This design comes from an exercise in tuning for small area on the open sky130 flow, not from production work. The RTL was checked by simulation tests, not by an equivalence proof against the original design.

==> inputs of harbor <==
## top
module top #(
    parameter CNT_MAX = 6'd63
) (
    input  wire clk,
    input  wire rst_n,
    input  wire [7:0] key,
    input  wire uart_rx,
    output wire uart_tx,
    output reg [4:0] state,
    input  uart_tx_rst_n,
    input  uart_rx_rst_n,
    input  send_one,
    input  send_two,
    input  wire [1:0] mode,
    output reg input_error,
    output uart_tx_work,
    output uart_rx_work,
    output work
);
clock: 44.0 ns
lec_check: 0
abc_area: 1
cap_margin: 20
core_margin: 2
core_utilization: 60
cts_buf_list: sky130_fd_sc_hd__clkbuf_16
cts_cluster_diameter: 70
cts_cluster_size: 28
place_density: 0.7
slew_margin: 20
run.sh (not shown) runs the stock make flow with config.mk's settings and CLKGATE_MAP_FILE= SYNTH_SCRIPT=/design/flow/synth_recipe.tcl, a recipe that flattens the netlist after the stock synthesis.
==> garnet (differences from harbor) <==
--- a/flow/design.v
+++ b/flow/design.v
@@ -108,13 +108,13 @@
     input  wire [3:0]  gw_dig,
     input  wire        query_en,
     input  wire [3:0]  query_id,
     output reg         q_valid,
     output reg  [2:0]  q_rows,
     output reg  [2:0]  q_cols,
-    input  wire        rd_adv,       
+    input  wire [4:0]  rd_idx,       
     output wire [3:0]  rd_dig,
     output reg  [3:0]  total_matrices,
     output reg  [4:0]  ph
 );
     localparam NB = 14;
     localparam [3:0] IN_BUF0 = 4'd12, GEN_BUF0 = 4'd13;
@@ -134,17 +134,20 @@
                 r <= {din, r[99:4]};
         end
     endgenerate
     reg [99:0] snap;
     reg [4:0]  copy_cnt;
     reg [3:0]  copy_src;
+    reg [4:0]  snap_off;
     wire       copying = (copy_cnt != 5'd0);
     always @(posedge clk)
         snap <= {copying ? tap[copy_src] : snap[3:0], snap[99:4]};
-    reg [4:0] rd_ptr;
-    assign rd_dig = snap[rd_ptr*4 +: 4];
+    wire [5:0] rk0 = {1'b0, rd_idx} + {1'b0, snap_off};
+    wire [5:0] rk1 = (rk0 >= 6'd25) ? rk0 - 6'd25 : rk0;
+    wire [5:0] rk2 = (rk1 >= {1'b0, ph}) ? rk1 - {1'b0, ph} : rk1 + 6'd25 - {1'b0, ph};
+    assign rd_dig = snap[rk2[4:0]*4 +: 4];
     reg  [35:0] s_rows;    
     reg  [35:0] s_cols;
     reg  [59:0] s_off;     
     reg  [143:0] older;    
     wire [2:0] w_rows = wr_sel_in ? in_rows : gen_rows;
     wire [2:0] w_cols = wr_sel_in ? in_cols : gen_cols;
@@ -241,24 +244,16 @@
         end else if (q_acc) begin
             copy_cnt <= 5'd25;
         end else if (copying) begin
             copy_cnt <= copy_cnt - 5'd1;
         end
     end
-    wire [4:0] q_off = s_off[5*query_id +: 5];
-    wire [5:0] qp0 = {1'b0, q_off} - {1'b0, ph} - 6'd1;
-    wire [5:0] qp1 = qp0[5] ? qp0 + 6'd25 : qp0;
-    always @(posedge clk) begin
-        if (q_acc)
-            rd_ptr <= qp1[4:0];
-        else if (!rd_adv)
-            rd_ptr <= (rd_ptr == 5'd0) ? 5'd24 : rd_ptr - 5'd1;
-    end
     always @(posedge clk) begin
         if (q_acc) begin
             copy_src <= map[4*query_id +: 4];
+            snap_off <= s_off[5*query_id +: 5];
             q_rows   <= s_rows[3*query_id +: 3];
             q_cols   <= s_cols[3*query_id +: 3];
         end
     end
 endmodule
 `timescale 1ns / 1ps
@@ -281,46 +276,44 @@
     reg       dim_bad;
     reg       elem_bad;
     reg       pend;           
     wire quiet_end = rx_quiet_cnt[8] & rx_quiet_cnt[5] & rx_quiet_cnt[3] & rx_quiet_cnt[2];
     wire commit    = en && (recv_count != 5'd0) && quiet_end;
     wire bad_dim   = (rx_data == 8'd0) || (rx_data > 8'd5);
-    wire take = en && rx_done && recv_count < 5'd27 && !commit;
-    always @(posedge clk) begin
-        if (take) begin
-            if (recv_count == 5'd0) begin
-                matrix_rows <= rx_data[2:0];
-                dim_bad     <= bad_dim;
-                elem_bad    <= 1'b0;
-            end else if (recv_count == 5'd1) begin
-                matrix_cols <= rx_data[2:0];
-                dim_bad     <= dim_bad | bad_dim;
-            end else begin
-                elem_bad <= elem_bad | (rx_data > 8'd9);
-            end
-        end
-    end
     wire [4:0] n_elem = (recv_count >= 5'd2) ? recv_count - 5'd2 : 5'd0;
     wire       place  = pend && (ph == recv_count - 5'd3);
     wire       zero   = (recv_count != 5'd0) && (ph >= n_elem);
     assign mw_en  = place | zero;
     assign mw_dig = place ? rx_data[3:0] : 4'd0;
     always @(posedge clk or negedge rst_n) begin
         if (!rst_n) begin
             recv_count      <= 5'd0;
             rx_quiet_cnt    <= 9'd0;
+            dim_bad         <= 1'b0;
+            elem_bad        <= 1'b0;
             pend            <= 1'b0;
             error_latched   <= 1'b0;
             input_data_done <= 1'b0;
+            matrix_rows     <= 3'd0;
+            matrix_cols     <= 3'd0;
         end else begin
             input_data_done <= 1'b0;
             if (en && rx_done) begin
                 if (recv_count < 5'd27 && !commit) begin
                     recv_count <= recv_count + 5'd1;
-                    if (recv_count >= 5'd2)
-                        pend <= 1'b1;
+                    if (recv_count == 5'd0) begin
+                        matrix_rows <= rx_data[2:0];
+                        dim_bad     <= bad_dim;
+                        elem_bad    <= 1'b0;
+                    end else if (recv_count == 5'd1) begin
+                        matrix_cols <= rx_data[2:0];
+                        dim_bad     <= dim_bad | bad_dim;
+                    end else begin
+                        elem_bad <= elem_bad | (rx_data > 8'd9);
+                        pend     <= 1'b1;
+                    end
                 end
                 rx_quiet_cnt <= 9'd0;
             end else if (en && recv_count != 5'd0) begin
                 rx_quiet_cnt <= rx_quiet_cnt + 9'd1;
             end else begin
                 rx_quiet_cnt <= 9'd0;
@@ -379,31 +372,40 @@
     reg [3:0]  e_mod10;       
     reg [31:0] lfsr_reg;
     wire [31:0] lfsr_next = {lfsr_reg[30:0], lfsr_reg[31] ^ lfsr_reg[21] ^ lfsr_reg[1] ^ lfsr_reg[0]};
     wire quiet_end = rx_quiet_cnt[8] & rx_quiet_cnt[5] & rx_quiet_cnt[3] & rx_quiet_cnt[2];
     wire bad_dim   = (rx_data == 8'd0) || (rx_data > 8'd5);
     wire elem      = (state == S_GEN) && (row < m_reg);
-    wire take      = (state == S_RECV) && rx_done && (recv_index < 3'd4);
     reg [3:0] elem_value;
     always @(*) begin
         case (mode_reg)
             2'b00: elem_value = (lfsr_reg[3:0] >= 4'd10) ? lfsr_reg[3:0] - 4'd10 : lfsr_reg[3:0];
             2'b01: elem_value = e_mod10;
             2'b10: elem_value = {1'b0, row} + {1'b0, col};
             default: elem_value = {3'b000, row == col};
         endcase
     end
     always @(posedge clk or negedge rst_n) begin
         if (!rst_n) begin
-            state         <= S_IDLE;
-            recv_index    <= 3'd0;
-            rx_quiet_cnt  <= 9'd0;
-            gen_done      <= 1'b0;
-            error_latched <= 1'b0;
-            wr_done       <= 1'b0;
-            lfsr_reg      <= RAND_SEED;
+            state          <= S_IDLE;
+            recv_index     <= 3'd0;
+            rx_quiet_cnt   <= 9'd0;
+            gen_done       <= 1'b0;
+            error_latched  <= 1'b0;
+            matrix_counter <= 4'd0;
+            wr_done        <= 1'b0;
+            m_reg          <= 3'd0;
+            n_reg          <= 3'd0;
+            k_reg          <= 4'd0;
+            mode_reg       <= 2'd0;
+            dim_bad        <= 1'b0;
+            k_bad          <= 1'b0;
+            row            <= 3'd0;
+            col            <= 3'd0;
+            e_mod10        <= 4'd0;
+            lfsr_reg       <= RAND_SEED;
         end else begin
             wr_done <= 1'b0;
             case (state)
                 S_IDLE: begin
                     if (en) begin
                         state         <= S_RECV;
@@ -411,41 +413,73 @@
                         rx_quiet_cnt  <= 9'd0;
                         gen_done      <= 1'b0;
                         error_latched <= 1'b0;
                     end
                 end
                 S_RECV: begin
-                    if (take) begin
+                    if (rx_done && recv_index < 3'd4) begin
+                        case (recv_index[1:0])
+                            2'd0: begin
+                                m_reg    <= rx_data[2:0];
+                                dim_bad  <= bad_dim;
+                                mode_reg <= 2'd0;
+                            end
+                            2'd1: begin
+                                n_reg   <= rx_data[2:0];
+                                dim_bad <= dim_bad | bad_dim;
+                            end
+                            2'd2: begin
+                                k_reg <= rx_data[3:0];
+                                k_bad <= (rx_data == 8'd0) || (rx_data > 8'd12);
+                            end
+                            default: mode_reg <= rx_data[1:0];
+                        endcase
                         recv_index   <= recv_index + 3'd1;
                         rx_quiet_cnt <= 9'd0;
                     end else if (recv_index != 3'd0) begin
                         if (!quiet_end)
                             rx_quiet_cnt <= rx_quiet_cnt + 9'd1;
                     end
                     if ((recv_index >= 3'd3 && quiet_end) || recv_index[2])
                         state <= S_CHECK;
                     if (!en)
                         state <= S_IDLE;
                 end
                 S_CHECK: begin
+                    matrix_counter <= 4'd0;
+                    row            <= 3'd0;
+                    col            <= 3'd0;
+                    e_mod10        <= 4'd0;
                     if (dim_bad || k_bad || recv_index < 3'd3) begin
                         error_latched <= 1'b1;
                         state         <= S_ERROR;
                     end else begin
                         error_latched <= 1'b0;
                         state         <= S_GEN;
                     end
                 end
                 S_GEN: begin
-                    if (elem)
+                    if (elem) begin
                         lfsr_reg <= lfsr_next;
-                    else
-                        state <= S_WRITE;
+                        e_mod10  <= (e_mod10 == 4'd9) ? 4'd0 : e_mod10 + 4'd1;
+                        if (col + 3'd1 == n_reg) begin
+                            col <= 3'd0;
+                            row <= row + 3'd1;
+                        end else begin
+                            col <= col + 3'd1;
+                        end
+                    end else begin
+                        row     <= 3'd0;
+                        col     <= 3'd0;
+                        e_mod10 <= 4'd0;
+                        state   <= S_WRITE;
+                    end
                 end
                 S_WRITE: begin
-                    wr_done <= 1'b1;
+                    wr_done        <= 1'b1;
+                    matrix_counter <= matrix_counter + 4'd1;
                     if (matrix_counter + 4'd1 >= k_reg)
                         state <= S_DONE;
                     else
                         state <= S_GEN;
                 end
                 S_DONE: begin
@@ -456,49 +490,12 @@
                     if (!en) state <= S_IDLE;
                 end
                 default: state <= S_IDLE;
             endcase
         end
     end
-    always @(posedge clk) begin
-        if (take) begin
-            case (recv_index[1:0])
-                2'd0: begin
-                    m_reg    <= rx_data[2:0];
-                    dim_bad  <= bad_dim;
-                    mode_reg <= 2'd0;
-                end
-                2'd1: begin
-                    n_reg   <= rx_data[2:0];
-                    dim_bad <= dim_bad | bad_dim;
-                end
-                2'd2: begin
-                    k_reg <= rx_data[3:0];
-                    k_bad <= (rx_data == 8'd0) || (rx_data > 8'd12);
-                end
-                default: mode_reg <= rx_data[1:0];
-            endcase
-        end
-        if (state == S_CHECK)
-            matrix_counter <= 4'd0;
-        else if (state == S_WRITE)
-            matrix_counter <= matrix_counter + 4'd1;
-        if (elem) begin
-            e_mod10 <= (e_mod10 == 4'd9) ? 4'd0 : e_mod10 + 4'd1;
-            if (col + 3'd1 == n_reg) begin
-                col <= 3'd0;
-                row <= row + 3'd1;
-            end else begin
-                col <= col + 3'd1;
-            end
-        end else if (state == S_CHECK || state == S_GEN) begin
-            row     <= 3'd0;
-            col     <= 3'd0;
-            e_mod10 <= 4'd0;
-        end
-    end
     reg [3:0] pv;
     reg       pv5;
     reg [3:0] pd1, pd2, pd3, pd4;
     always @(posedge clk or negedge rst_n) begin
         if (!rst_n) begin
             pv  <= 4'd0;
@@ -526,13 +523,13 @@
     input  wire       display_en,
     output reg        query_en,
     output reg  [3:0] matrix_id,
     input  wire [2:0] q_rows,
     input  wire [2:0] q_cols,
     input  wire       q_valid,
-    output wire       rd_adv,
+    output wire [4:0] rd_idx,
     input  wire [3:0] rd_dig,
     input  wire [3:0] total_matrices,
     output reg        uart_tx_start,
     output reg  [7:0] uart_tx_data,
     input  wire       uart_tx_busy,
     output reg        display_done
@@ -552,13 +549,13 @@
     reg       data_ready;
     reg       sep_phase;
     wire tx_ready = !uart_tx_busy && !uart_tx_start;
     wire ge10 = (total_matrices >= 4'd10);
     wire [4:0] stat_last = ge10 ? 5'd17 : 5'd16;
     wire has_more = (matrix_id < total_matrices);
-    assign rd_adv = (state == ST_SEND_DATA) && tx_ready && (row_idx < q_rows) && sep_phase;
+    assign rd_idx = row_idx * q_cols + col_idx;
     always @(posedge clk or negedge rst_n) begin
         if (!rst_n) state <= ST_IDLE;
         else        state <= next_state;
     end
     always @(*) begin
         next_state = state;
@@ -828,35 +825,35 @@
 end
 wire matrix_in_wr_en_wide = (matrix_in_wr_cnt != 2'd0);
 wire gen_wr_en_wide = (gen_wr_cnt != 2'd0);
 wire display_query_en;
 wire [3:0] display_query_id;
 wire [2:0] q_rows, q_cols;
-wire rd_adv;
+wire [4:0] rd_idx;
 wire [3:0] rd_dig;
 wire [3:0] total_matrices;
 storage storage_inst (
     .clk(clk), .rst_n(rst_n), .srst_n(storage_rst_n), .dip_sw(key[1:0]),
     .wr_en(matrix_in_wr_en_wide || gen_wr_en_wide), .wr_sel_in(matrix_in_wr_en_wide),
     .in_rows(in_rows), .in_cols(in_cols),
     .gen_rows(gen_rows), .gen_cols(gen_cols), .gen_off(gen_off),
     .mw_en(mw_en), .mw_dig(mw_dig), .gw_en(gw_en), .gw_dig(gw_dig),
     .query_en(display_query_en), .query_id(display_query_id),
     .q_valid(storage_q_valid), .q_rows(q_rows), .q_cols(q_cols),
-    .rd_adv(rd_adv), .rd_dig(rd_dig),
+    .rd_idx(rd_idx), .rd_dig(rd_dig),
     .total_matrices(total_matrices), .ph(ph)
 );
 wire tx_busy;
 wire display_done;
 wire display_tx_start;
 wire [7:0] display_tx_data;
 matrix_display display_inst (
     .clk(clk), .rst_n(rst_n), .display_en(state == MATRIX_DIS),
     .query_en(display_query_en), .matrix_id(display_query_id),
     .q_rows(q_rows), .q_cols(q_cols), .q_valid(q_valid_cnt != 2'd0),
-    .rd_adv(rd_adv), .rd_dig(rd_dig),
+    .rd_idx(rd_idx), .rd_dig(rd_dig),
     .total_matrices(total_matrices),
     .uart_tx_start(display_tx_start), .uart_tx_data(display_tx_data),
     .uart_tx_busy(tx_busy), .display_done(display_done)
 );
 wire dis = (state == MATRIX_DIS);
 uart_tx uart_tx_inst (
==> flow/config.mk (replaced) <==
export PLATFORM = sky130hd
export DESIGN_NAME = top
export DESIGN_NICKNAME = top
export VERILOG_FILES = /design/flow/design.v
export SDC_FILE = /design/flow/constraint.sdc
export NUM_CORES = 4
export LEC_CHECK = 0
export CAP_MARGIN = 20
export CORE_MARGIN = 2
export CORE_UTILIZATION = 40
export SLEW_MARGIN = 20
==> pepper (differences from harbor) <==
==> flow/config.mk (replaced) <==
export PLATFORM = sky130hd
export DESIGN_NAME = top
export DESIGN_NICKNAME = top
export VERILOG_FILES = /design/flow/design.v
export SDC_FILE = /design/flow/constraint.sdc
export NUM_CORES = 4
export LEC_CHECK = 0
export ABC_AREA = 1
export CAP_MARGIN = 20
export CORE_MARGIN = 2
export CORE_UTILIZATION = 60
export CTS_BUF_LIST = sky130_fd_sc_hd__clkbuf_8
export CTS_CLUSTER_DIAMETER = 50
export CTS_CLUSTER_SIZE = 16
export PLACE_DENSITY = 0.7
export SLEW_MARGIN = 20
==> results.sh <==
export IMPL_outcome="finished clean"
export IMPL_avgSynthCellArea_um2=13.3
export IMPL_nClkBuffers=257
export IMPL_yosys_area_top_type_share_pct=49.8
export IMPL_avgViaCountPerCell=4.85
export IMPL_worstPathCellList="clkdlybuf4s50_1 -> clkdlybuf4s50_1"
export IMPL_row_count=143
export IMPL_synth_nets=4731
export IMPL_critPathArrivalTime_ns=10.19
export IMPL_grt_max_degree=97
export IMPL_postRouteWirelength_um=121000
export IMPL_startpoint="uart_rx_rst_n"
(the above is from garnet)
==> results.sh <==
export IMPL_critPathArrivalTime_ns=10.18
export IMPL_avgSynthCellArea_um2=11.3
export IMPL_startpoint="uart_tx_rst_n"
export IMPL_combPwrFrac_pct=0.7
export IMPL_synth_nets=5461
export IMPL_outcome="finished clean"
export IMPL_wl_met1_um=55700
export IMPL_avgViaCountPerCell=5.22
export IMPL_dieHeight_um=321
export IMPL_row_count=116
export IMPL_postRouteWirelength_um=123000
(the above is from harbor)
==> results.sh <==
export IMPL_outcome="finished clean"
export IMPL_critPathArrivalTime_ns=10.18
export IMPL_nClkBuffers=167
export IMPL_synth_nets=5461
export IMPL_startpoint="uart_tx_rst_n"
export IMPL_row_count=116
(the above is from pepper)

-- port drivers added, routing unchanged --
No port has a modelled driver above. Below, the same layouts with a new extraction and two added sets of constraints.
Step 1 (the two cells are an assumption about what drives the block):
set clk [get_ports {clk}]
set_driving_cell -lib_cell sky130_fd_sc_hd__clkbuf_16 $clk
set_driving_cell -lib_cell sky130_fd_sc_hd__buf_2 [delete_from_list [all_inputs] $clk]
Step 2 times the ports against the registers' clock, not the clock port: input delays grow and output delays shrink by t, the midpoint of the rising clock arrivals with the driver on.
a / b / c = ideal ports / drivers / drivers and shift; a / b = the first two.
run | shift t [ns] | slack for setup (ns) | cell pins on the clock port's net
harbor | 0.756 | 25.019 / 24.997 / 24.997 | 1
garnet | 0.865 | 25.010 / 24.988 / 24.988 | 1
pepper | 0.916 | 25.020 / 24.998 / 24.998 | 1
After both steps every run listed still meets setup and hold.
